From an optimization exercise on the open Yosys and OpenROAD flow, aimed at small area; shortcuts taken in it are not production practice.
In this exercise RTL edits were held to simulation tests only and were not proved equivalent to the original.
Power and IR drop assume default switching activity.

==> flow/design.v <==
module debouncing #(
    parameter integer THRESHOLD = 100
)(
    input  wire clk,
    input  wire reset,
    input  wire btn,
    output reg  transmit
);
    reg ff1, ff2;
    reg [31:0] count;
    always @(posedge clk) begin
        if (reset) begin
            ff1 <= 1'b0;
            ff2 <= 1'b0;
        end else begin
            ff1 <= btn;
            ff2 <= ff1;
        end
    end
    always @(posedge clk) begin
        if (reset) begin
            count <= 0;
            transmit <= 1'b0;
        end else begin
            if (ff2) begin
                if (count < THRESHOLD) count <= count + 1;
            end else begin
                if (count > 0) count <= count - 1;
            end
            if (count >= THRESHOLD) transmit <= 1'b1;
            else transmit <= 1'b0;
        end
    end
endmodule
module transmitter #(
    parameter integer CLK_FREQ  = 1000000,
    parameter integer BAUD_RATE = 9600
)(
    input  wire        clk,
    input  wire        reset,
    input  wire [7:0]  data_in,
    input  wire        transmit,
    output reg         txd,
    output reg         tx_done
);
    localparam integer BAUD_COUNT = CLK_FREQ / BAUD_RATE;
    reg state;
    reg [15:0] baudcnt;
    reg [3:0] bits_sent;
    reg [9:0] shift_reg;
    always @(posedge clk) begin
        if (reset) begin
            state <= 0;
            baudcnt <= 0;
            bits_sent <= 0;
            shift_reg <= 10'h3FF;
            txd <= 1'b1;
            tx_done <= 1'b0;
        end else begin
            tx_done <= 1'b0;
            if (state == 1'b0) begin
                if (transmit) begin
                    baudcnt <= 0;
                    bits_sent <= 0;
                    shift_reg <= {1'b1, data_in, 1'b0};
                    state <= 1'b1;
                end
            end else begin
                if (baudcnt < BAUD_COUNT - 1)
                    baudcnt <= baudcnt + 1;
                else begin
                    baudcnt <= 0;
                    txd <= shift_reg[0];
                    shift_reg <= {1'b1, shift_reg[9:1]};
                    bits_sent <= bits_sent + 1;
                    if (bits_sent + 1 >= 10) begin
                        tx_done <= 1'b1;
                        state <= 1'b0;
                        txd <= 1'b1;
                    end
                end
            end
        end
    end
endmodule
module receiver #(
    parameter integer CLK_FREQ   = 1000000,
    parameter integer BAUD_RATE  = 9600,
    parameter integer DIV_SAMPLE = 4
)(
    input  wire       clk,
    input  wire       rst,
    input  wire       rxd,
    output wire [7:0] rxddata,
    output reg        data_ready
);
    localparam integer DIV_COUNTER = CLK_FREQ / (BAUD_RATE * DIV_SAMPLE);
    localparam integer MID_SAMPLE  = DIV_SAMPLE / 2;
    localparam integer DIV_BIT     = 10;
    reg [13:0] baudcnt;
    reg [1:0] samplecnt;
    reg [3:0] bitcnt;
    reg [9:0] rxshift;
    reg state;
    assign rxddata = rxshift[8:1];
    always @(posedge clk) begin
        if (rst) begin
            state <= 1'b0;
            baudcnt <= 0;
            samplecnt <= 0;
            bitcnt <= 0;
            rxshift <= 10'h3FF;
            data_ready <= 1'b0;
        end else begin
            data_ready <= 1'b0;
            if (baudcnt < DIV_COUNTER - 1) begin
                baudcnt <= baudcnt + 1;
            end else begin
                baudcnt <= 0;
                if (state == 1'b0) begin
                    samplecnt <= 0;
                    bitcnt <= 0;
                    if (~rxd) begin
                        state <= 1'b1;
                    end
                end else begin
                    if (samplecnt == MID_SAMPLE - 1) begin
                        rxshift <= {rxd, rxshift[9:1]};
                    end
                    if (samplecnt < DIV_SAMPLE - 1) begin
                        samplecnt <= samplecnt + 1;
                    end else begin
                        samplecnt <= 0;
                        bitcnt <= bitcnt + 1;
                        if (bitcnt + 1 >= DIV_BIT) begin
                            data_ready <= 1'b1;
                            state <= 1'b0;
                        end
                    end
                end
            end
        end
    end
endmodule
module shared_mem #(
    parameter integer WIDTH = 8,
    parameter integer DEPTH = 16,
    parameter integer ADDR_WIDTH = 4
)(
    input  wire clk,
    input  wire we,
    input  wire [ADDR_WIDTH-1:0] waddr,
    input  wire [WIDTH-1:0] wdata,
    input  wire re,
    input  wire [ADDR_WIDTH-1:0] raddr,
    output reg  [WIDTH-1:0] rdata
);
    reg [WIDTH-1:0] mem [0:DEPTH-1];
    always @(posedge clk) begin
        if (we) mem[waddr] <= wdata;
        if (re) rdata <= mem[raddr];
    end
endmodule
module topmodule #(
    parameter integer CLK_FREQ = 1000000,
    parameter integer BAUD_RATE = 9600,
    parameter integer DB_THRES = 100
)(
    input  wire [7:0] data_in,
    input  wire clk,
    input  wire btn,
    input  wire reset,
    output wire txd,
    output wire [7:0] mem_out_data,
    output wire [3:0] mem_wr_addr,
    output wire tx_done_dbg,
    output wire rx_ready_dbg,
    output wire [7:0] rx_byte_dbg
);
    wire transmit_db;
    wire tx_done;
    wire [7:0] rx_byte;
    wire rx_ready;
    reg [3:0] write_addr;
    reg mem_we, mem_re;
    wire [7:0] mem_rdata;
    debouncing #(.THRESHOLD(DB_THRES)) DB (
        .clk(clk), .reset(reset), .btn(btn), .transmit(transmit_db)
    );
    transmitter #(.CLK_FREQ(CLK_FREQ), .BAUD_RATE(BAUD_RATE)) TX (
        .clk(clk), .reset(reset), .data_in(data_in),
        .transmit(transmit_db), .txd(txd), .tx_done(tx_done)
    );
    receiver #(.CLK_FREQ(CLK_FREQ), .BAUD_RATE(BAUD_RATE)) RX (
        .clk(clk), .rst(reset), .rxd(txd), .rxddata(rx_byte), .data_ready(rx_ready)
    );
    shared_mem #(.WIDTH(8), .DEPTH(16), .ADDR_WIDTH(4)) MEM (
        .clk(clk), .we(mem_we), .waddr(write_addr), .wdata(data_in),
        .re(mem_re), .raddr(write_addr), .rdata(mem_rdata)
    );
    always @(posedge clk) begin
        if (reset) begin
            write_addr <= 0;
            mem_we <= 1'b0;
            mem_re <= 1'b0;
        end else begin
            mem_we <= 1'b0;
            mem_re <= 1'b0;
            if (tx_done) begin
                mem_we <= 1'b1;
                write_addr <= write_addr + 1;
            end
            if (rx_ready) begin
                mem_re <= 1'b1;
            end
        end
    end
    assign mem_out_data = mem_rdata;
    assign mem_wr_addr = write_addr;
    assign tx_done_dbg = tx_done;
    assign rx_ready_dbg = rx_ready;
    assign rx_byte_dbg = rx_byte;
endmodule
==> flow/run.sh <==
#!/bin/bash
# synth_recipe.tcl (not shown) runs the flow's synth.tcl, then flattens the netlist and writes it again
# the make line also repeats each setting of config.mk as NAME=value (left out here)
make -C /OpenROAD-flow-scripts/flow DESIGN_CONFIG=/design/flow/config.mk WORK_HOME=/design/flow/orfs CLKGATE_MAP_FILE= SYNTH_SCRIPT=/design/flow/synth_recipe.tcl finish
==> flow/config.mk <==
export PLATFORM = sky130hd
export DESIGN_NAME = topmodule
export DESIGN_NICKNAME = topmodule
export VERILOG_FILES = /design/flow/design.v
export SDC_FILE = /design/flow/constraint.sdc
export NUM_CORES = 4
export LEC_CHECK = 0
export CAP_MARGIN = 20
export CORE_MARGIN = 2
export CORE_UTILIZATION = 40
export SLEW_MARGIN = 20
==> flow/constraint.sdc <==
create_clock -name core_clock -period 10.0 [get_ports {clk}]
set_input_delay 2.0000 -clock core_clock [delete_from_list [all_inputs] [get_ports {clk}]]
set_output_delay 2.0000 -clock core_clock [all_outputs]
set_load 0.01 [all_outputs]
==> run notes <==
STATUS
------------------------------------------------------------------------------------------------------
Run status .............................................................................. finished clean

SYNTHESIS
------------------------------------------------------------------------------------------------------
Async set or reset register ratio after synthesis .......................................            0
Count of warnings emitted by yosys ......................................................            5
Proportion of synthesized chip area in sequential cells .................................       0.5643
Cell with the most instances after synthesis ............................................     edfxtp_1
Top cell types by occurrence after synthesis ............................................ edfxtp_1 (136), dfxtp_1 (104), nor2_1 (85)
Predominant post-synthesis flop cell ....................................................     edfxtp_1
Number of synthesized register bits .....................................................          240
Number of enable-type register cells in the synthesized netlist .........................          136
Summed instance area of the synthesized netlist .........................................  0.01093 mm2
Cell count after synthesis ..............................................................          910
Mean Syn Cell Area ......................................................................    12.01 um2
Area share of the largest cell type after synthesis .....................................       0.3738
Top cell type by total area after synthesis .............................................     edfxtp_1
Post-synthesis cell type count ..........................................................           65
Top area cells in the synthesized netlist ............................................... edfxtp_1 (37%), dfxtp_1 (19%), mux4_2 (8.2%)

CELLS AND AREA
------------------------------------------------------------------------------------------------------
Number of flip-flops in the largest register ............................................          128
Total area of multi-input combinational cells ........................................... 0.004497 mm2
N_diodes ................................................................................            0
Register with the most flip-flops .......................................................      MEM.mem
End-of-flow core utilization ............................................................       0.4626
Area growth from synthesis to layout ....................................................       13.78%
Net total in the final layout ...........................................................          996
Fill cells ..............................................................................         2417
Fraction of final layout cells with drive strength greater than 1 .......................       0.1053
Area occupied by registers .............................................................. 0.006168 mm2
Regs by FF count ........................................................................ MEM.mem (128), DB.count (32), TX.baudcnt (16)

CRITICAL PATH
------------------------------------------------------------------------------------------------------
Startpoint type of the worst setup path .................................................         flop
Nature of the critical path endpoint .................................................... primary output
Category of the critical setup timing path .............................................. flop to primary output
Slowest cell on the critical path .......................................................      dfxtp_1
Cells along the critical path ........................................................... clkdlybuf4s50_1
R2r startpoint ..........................................................................       DB.ff2
Buffers & Inverters on Critical Path ....................................................            1
Worst reg2reg path endpoint ............................................................. DB.count[26]
CP arrival ..............................................................................      2.12 ns
Cell class contributing the biggest share of worst-path delay ...........................   flip-flops
Worst-case register-to-register setup slack .............................................      6.40 ns
Depth of the worst register-to-register path ............................................           10
CP required .............................................................................      8.00 ns
Delay contributed by the slowest stage of the critical path .............................      0.91 ns
Crit path max fanout ....................................................................           17

DRT
------------------------------------------------------------------------------------------------------
Iteration-0 DRC Markers .................................................................          435
Remaining design rule violation count ...................................................            0
Average wire per cell in the routed design ..............................................     17.12 um
Post-route antenna net violation count ..................................................            0
Via count normalized by instance count ..................................................        5.426
Iteration count of the initial detailed-routing pass ....................................            5
Wire length reported by the detailed router .............................................     22250 um
Vias ....................................................................................         7054

FLOORPLAN
------------------------------------------------------------------------------------------------------
Number of primary I/O pins ..............................................................           34
Starting density of the core ............................................................       0.4066
Vertical die dimension ..................................................................     169.3 um
Placeable core region ...................................................................  0.02688 mm2
Number of placement rows ................................................................           60
Die width ...............................................................................     169.3 um
Die area ................................................................................  0.02866 mm2

TIMING
------------------------------------------------------------------------------------------------------
Tcrit/Tclk final ........................................................................       0.4117
Unrepaired setup endpoints after global routing .........................................        false
Worst Clk Skew ..........................................................................  0.008700 ns
Slew HR .................................................................................       0.3879
Finish-stage setup viols ................................................................            0
Period minus WS final ...................................................................     4.117 ns
Final-layout setup total negative slack .................................................         0 ns
Max frequency ...........................................................................    242.9 MHz
Number of hold violations in the final report ...........................................            0
Slew at the pin with the worst max-slew slack ...........................................    0.9168 ns
Final max-slew violation count ..........................................................            0

CLOCKING
------------------------------------------------------------------------------------------------------
CTS Buffer Depth ........................................................................            3
Clock latency (worst-skew pair) .........................................................      0.52 ns
TritonCTS clock tree ....................................................................        built
# H-tree levels .........................................................................            1
Total of cells resized after clock tree synthesis .......................................            0
Clk Tree Root Cell ......................................................................    clkbuf_16
TritonCTS Buffers .......................................................................           25
Post-CTS setup-driven buffer insertion count ............................................            0
Clock transition at the register clock pins on the worst setup and hold paths after CTS .      0.06 ns
Hold-fix buffer count after cts .........................................................            0
Number of clock sinks ...................................................................          240

GRT
------------------------------------------------------------------------------------------------------
Remaining Overflow, GRT .................................................................            0
Total track usage .......................................................................       0.1589
Maximum number of pins on one net before global-route repair ............................           61
Antenna violations before repair ........................................................            0
Global-route wire length before repair ..................................................     36760 um
Vias in the first global route ..........................................................         6906

HOLD PATH
------------------------------------------------------------------------------------------------------
Cell depth of the worst min-delay path ..................................................            1
Hold path startpoint ....................................................................       DB.ff1
Worst hold path endpoint ................................................................       DB.ff2
Hold Crit Class ......................................................................... flop to flop

JOB
------------------------------------------------------------------------------------------------------
Count of max-cap constraint violations ..................................................            0

POWER
------------------------------------------------------------------------------------------------------
Leak pwr ................................................................................     4.468 nW
Power Dens Cells ........................................................................ 234.8 mW/mm2
Max rail drop VDD .......................................................................     107.0 uV

PLACEMENT
------------------------------------------------------------------------------------------------------
Placer's final routability congestion estimate ..........................................       0.8232
Post-DP HPWL ............................................................................     14440 um
Buffers added on ports ..................................................................           33

-- layout by cell type, fill, tap and decap left out, types with 5 or more instances in the layout --
cell type,Yosys,routed
o21ai_0,16,16
xor2_1,9,9
o21a_1,8,8
nand3b_1,5,5
nor4b_1,5,5
nor4_1,11,11
ha_1,43,43
clkbuf_16,0,25
a21oi_1,57,57
and3_1,18,18
clkinv_2,0,5
nand2b_1,6,6
nor3_1,23,23
o211ai_1,12,12
xnor2_1,13,13
and2_1,12,12
mux2i_1,18,18
buf_4,8,11
o21ai_1,5,5
nor2b_1,10,10
nand4b_1,5,5
nand3_1,30,30
or3_1,7,7
nor2_1,85,85
inv_1,22,22
a211o_1,5,5
dfxtp_1,104,102
o21bai_1,5,5
edfxtp_1,136,136
nand2_1,70,70
mux4_2,40,40
a21o_1,15,15
clkdlybuf4s50_1,0,32
conb_1,1,9
o31ai_1,8,8
nand4_1,5,5
-- worst reg2reg max path, cell delays in order, from the launching register on --
cell	delay, ns
dfxtp_1	0.47
inv_1	0.36
ha_1	0.47
a21o_1	0.22
a21oi_1	0.24
a21oi_1	0.13
o41ai_1	0.69
a211o_1	0.30
a21oi_1	0.08
a2111oi_0	0.43
o31ai_1	0.10
-- report_power, final --
group	switching, mW	internal (mW)
clock	0.380	0.577
sequential	0.0506	1.10
combinational	0.454	0.357
-- per-stage QoR --
step	setup WS, ns	total power [mW]	hold slack [ns]	instances	area [um2]
after floorplan	6.867	1.805	0.4138	918	10960
after global placement	6.067	1.974	0.4418	1255	11580
after detailed placement	6.043	1.975	0.4518	1255	11580
after CTS	5.834	2.935	0.4668	1300	12430
after global routing	5.736	3.097	0.4813	1300	12430
final	5.883	2.919	0.4644	1300	12430
-- final cells by class --
cell class	instances	share of cell area
Tap cell	341	0.03432
Sequential cell	240	0.4962
Timing Repair Buffer	44	0.03281
Inverter	22	0.006643
Clock buffer	30	0.05344
Multi-Input combinational cell	608	0.3617
Clock inverter	15	0.01490
-- cells by family after synthesis --
kind of cell	count (synthesis)	synth area share
AO/OA/AOI/OAI	170	0.1018
buffers and inverters	70	0.02702
adder cells (fa/ha/maj)	44	0.05107
flip-flops	240	0.5643
multiplexers	59	0.09996
XOR/XNOR	22	0.01763
other	1	0.0003432
AND/OR/NAND/NOR	304	0.1379
-- worst max path at each step --
| stage | from | endpoint | slack (ns) | depth (start not counted) |
|---|---|---|---|---|
| after floorplan | DB.ff2 | DB.count[31] | 6.87 | 10 |
| after global placement | reset | DB.count[24] | 6.07 | 6 |
| after detailed placement | reset | DB.count[21] | 6.04 | 6 |
| after CTS | write_addr[3] | mem_wr_addr[3] | 5.83 | 1 |
| after global routing | write_addr[3] | mem_wr_addr[3] | 5.74 | 1 |
| final | write_addr[3] | mem_wr_addr[3] | 5.88 | 1 |
-- routing by layer --
metal  share of wire  GRT usage  wire [um]
met2            0.47     0.2619      10440
met4           0.017    0.03828        382
met3           0.038    0.02355        845
met1            0.48     0.2222      10580
met5               0          0          0

==> what the ideal ports hide <==
How much do the figures lean on ideal ports? The routed layout below was timed once more, with nothing changed but the port constraints.
Step 1 sets driving cells, clkbuf_16 on the clock port and buf_2 on the other inputs (assumed; they add their load-dependent delay and slew).
Step 2 times the ports against the registers' clock, not the clock port: input delays grow and output delays shrink by t, the midpoint of the rising clock arrivals with the driver on.
a / b / c = no drivers / after step 1 / after step 2; a / b = the first two.
t (ns): 0.567
setup WS [ns]: 5.883 / 5.832 / 6.087
clock arrival spread, ns: 0.010 / 0.010
After both steps this run still meets setup and hold. For this run, drivers alone change the setup slack by -0.051 ns; drivers and shift together by +0.204 ns.
